What follows belongs to an exercise in optimizing a design on an open flow for small area and a short achievable clock period; a production flow would make more cautious choices.

## the previous run
## FIR_Filter_16tap
module FIR_Filter_16tap #(parameter N = 16)(
    input clk, reset, enable,
    input [N-1:0] data_in,
    output [31:0] data_out
);
  reg [15:0] x1;
  reg [15:0] xn2;
  reg [15:0] x3;
  reg [15:0] xn4;
  reg [15:0] x5;
  reg [15:0] xn6;
  reg [15:0] x7;
  reg [15:0] xn8;
  reg [15:0] x9;
  reg [15:0] xn10;
  reg [15:0] x11;
  reg [15:0] xn12;
  reg [15:0] x13;
  reg [15:0] xn14;
  reg [15:0] x15;
  reg [15:0] xn16;
  reg [20:0] Cc;
  reg [24:0] Cs;
  reg [24:0] y1;
  wire _h1_;
  wire _h3_;
  wire _h5_;
  wire _h7_;
  wire _h9_;
  wire _h11_;
  wire _h13_;
  wire _h15_;
  wire _h17_;
  wire _h19_;
  wire _h21_;
  wire _h23_;
  wire _h25_;
  wire _h27_;
  wire _h29_;
  wire _h31_;
  wire _h33_;
  wire _h35_;
  wire _h37_;
  wire _h39_;
  wire _h41_;
  wire _h43_;
  wire _h45_;
  wire _h47_;
  wire _h49_;
  wire _h51_;
  wire _h53_;
  wire _h55_;
  wire _h57_;
  wire _h59_;
  wire _h61_;
  wire _h63_;
  wire _h65_;
  wire _h67_;
  wire _h69_;
  wire _h71_;
  wire _h73_;
  wire _h75_;
  wire _h77_;
  wire _h79_;
  wire _h81_;
  wire _h83_;
  wire _h85_;
  wire _h87_;
  wire _h89_;
  wire _h91_;
  wire _h93_;
  wire _h95_;
  wire _h97_;
  wire _h99_;
  wire _h101_;
  wire _h103_;
  wire _h105_;
  wire _h107_;
  wire _h109_;
  wire _h111_;
  wire _h113_;
  wire _h115_;
  wire _h117_;
  wire _h119_;
  wire _h121_;
  wire _h123_;
  wire _h125_;
  wire _h127_;
  wire _h129_;
  wire _h131_;
  wire _h133_;
  wire _h135_;
  ...
For scale: ~1400 cells after synthesis, roughly 51 I/O pins.
clock: 16.0 ns
lec_check: 0
cap_margin: 20
core_margin: 2
core_utilization: 62
slew_margin: 20
standard.sh (not shown) runs the stock make flow with config.mk's settings and CLKGATE_MAP_FILE= SYNTH_SCRIPT=/design/flow/synth_recipe.tcl, a recipe that flattens the netlist after the stock synthesis.
==> flow/flow/run.sh <==
#!/bin/bash
# Layout flow: the standard flow with its synthesis netlist replaced by a
# hand-built gate netlist of the same design (flow/hand.py, the script that
# also wrote rtl/fir_filter_16tap.v, so registers and adder structure match
# the RTL one for one), then
#  - flow/fixpol.py removes inverters around full adders (a full adder is
#    self-dual); the logic function is unchanged;
#  - timing repair aims at a setup margin of 11.3 ns (about a 4.7 ns period)
#    instead of the bare 16 ns clock;
#  - ports are buffered with buf_4 cells, and the clock tree uses clkbuf_8
#    cells, sink clusters of 15 and no dummy loads.
# The standard synthesis still runs first; if its registers (names and cell
# types) differ from the hand netlist's, its own netlist is kept instead.
# Logs: make_synth.log, hand.log, fixpol.log, make_finish.log here, and the
# ORFS logs under orfs/logs.
set -euo pipefail
MARGIN=${MARGIN:-11.7}
CTS="-sink_clustering_enable -repair_clock_nets -dont_use_dummy_load -buf_list {sky130_fd_sc_hd__clkbuf_8} -sink_clustering_size 15 -sink_clustering_max_diameter 60"
R=orfs/results/sky130hd/FIR_Filter_16tap/base
bash standard.sh synth > make_synth.log 2>&1
cp $R/1_2_yosys.v std_synth.v
python3 flow/hand.py --pol alt --csC --x1c --cpaA bk --fast3 -o hand.v > hand.log 2>&1
regs() { grep -o 'dfxtp_1 [^ ]*' "$1" | sort; }
if [[ "$(regs std_synth.v)" == "$(regs hand.v)" ]] && [[ $(regs hand.v | wc -l) -gt 0 ]]; then
  echo "using hand netlist" >> hand.log
  cp hand.v $R/1_2_yosys.v
else
  echo "register mismatch: keeping the standard netlist" >> hand.log
fi
python3 flow/fixpol.py $R/1_2_yosys.v > fixpol.log 2>&1
touch $R/1_2_yosys.v
bash standard.sh finish SETUP_SLACK_MARGIN=$MARGIN "BUFFER_PORTS_ARGS=-buffer_cell sky130_fd_sc_hd__buf_4" "CTS_ARGS=$CTS" > make_finish.log 2>&1
Other scripts of this flow, unchanged in this note and not shown: flow/flow/fixpol.py, flow/flow/hand.py
Changes in the current run relative to the previous run:
diff --git a/flow/flow/run.sh b/flow/flow/run.sh
--- a/flow/flow/run.sh
+++ b/flow/flow/run.sh
@@ -16,3 +16,3 @@
 set -euo pipefail
-MARGIN=${MARGIN:-11.7}
+MARGIN=${MARGIN:-11.5}
 CTS="-sink_clustering_enable -repair_clock_nets -dont_use_dummy_load -buf_list {sky130_fd_sc_hd__clkbuf_8} -sink_clustering_size 15 -sink_clustering_max_diameter 60"
Notes after the runs:
Number of non-clock buffers in the layout for the current run: about 20% down relative to the previous run. Changes observed in the current run relative to the previous run: post-route cell area lower.
No run of this note included a check of the RTL's function; only the layout flow was run.

static timing again, ports no longer ideal:
No port has a modelled driver above. Below, the same layouts with a new extraction and two added sets of constraints.
Step 1, drivers: a clkbuf_16 drives clk and a buf_2 each remaining input, both assumed.
Step 2 also shifts input and output timing later by t, the mid clock arrival at the registers, as if the neighbouring blocks saw the same clock.
a / b / c = no drivers / after step 1 / after step 2; a / b = the first two.
run	t (ns)	setup slack, ns	worst hold slack (ns)	worst slew at a driven data input, ns	cell pins on the clock port's net
the previous run	0.617	11.370 / 11.374 / 10.757	0.373 / 0.373 / 0.373	0.07	1
the current run	0.617	11.413 / 11.396 / 10.779	0.373 / 0.373 / 0.373	0.09	1
After both steps setup and hold are still met in every run listed. For the current run, which loses most, drivers alone change the setup slack by -0.017 ns; drivers and shift together by -0.634 ns.
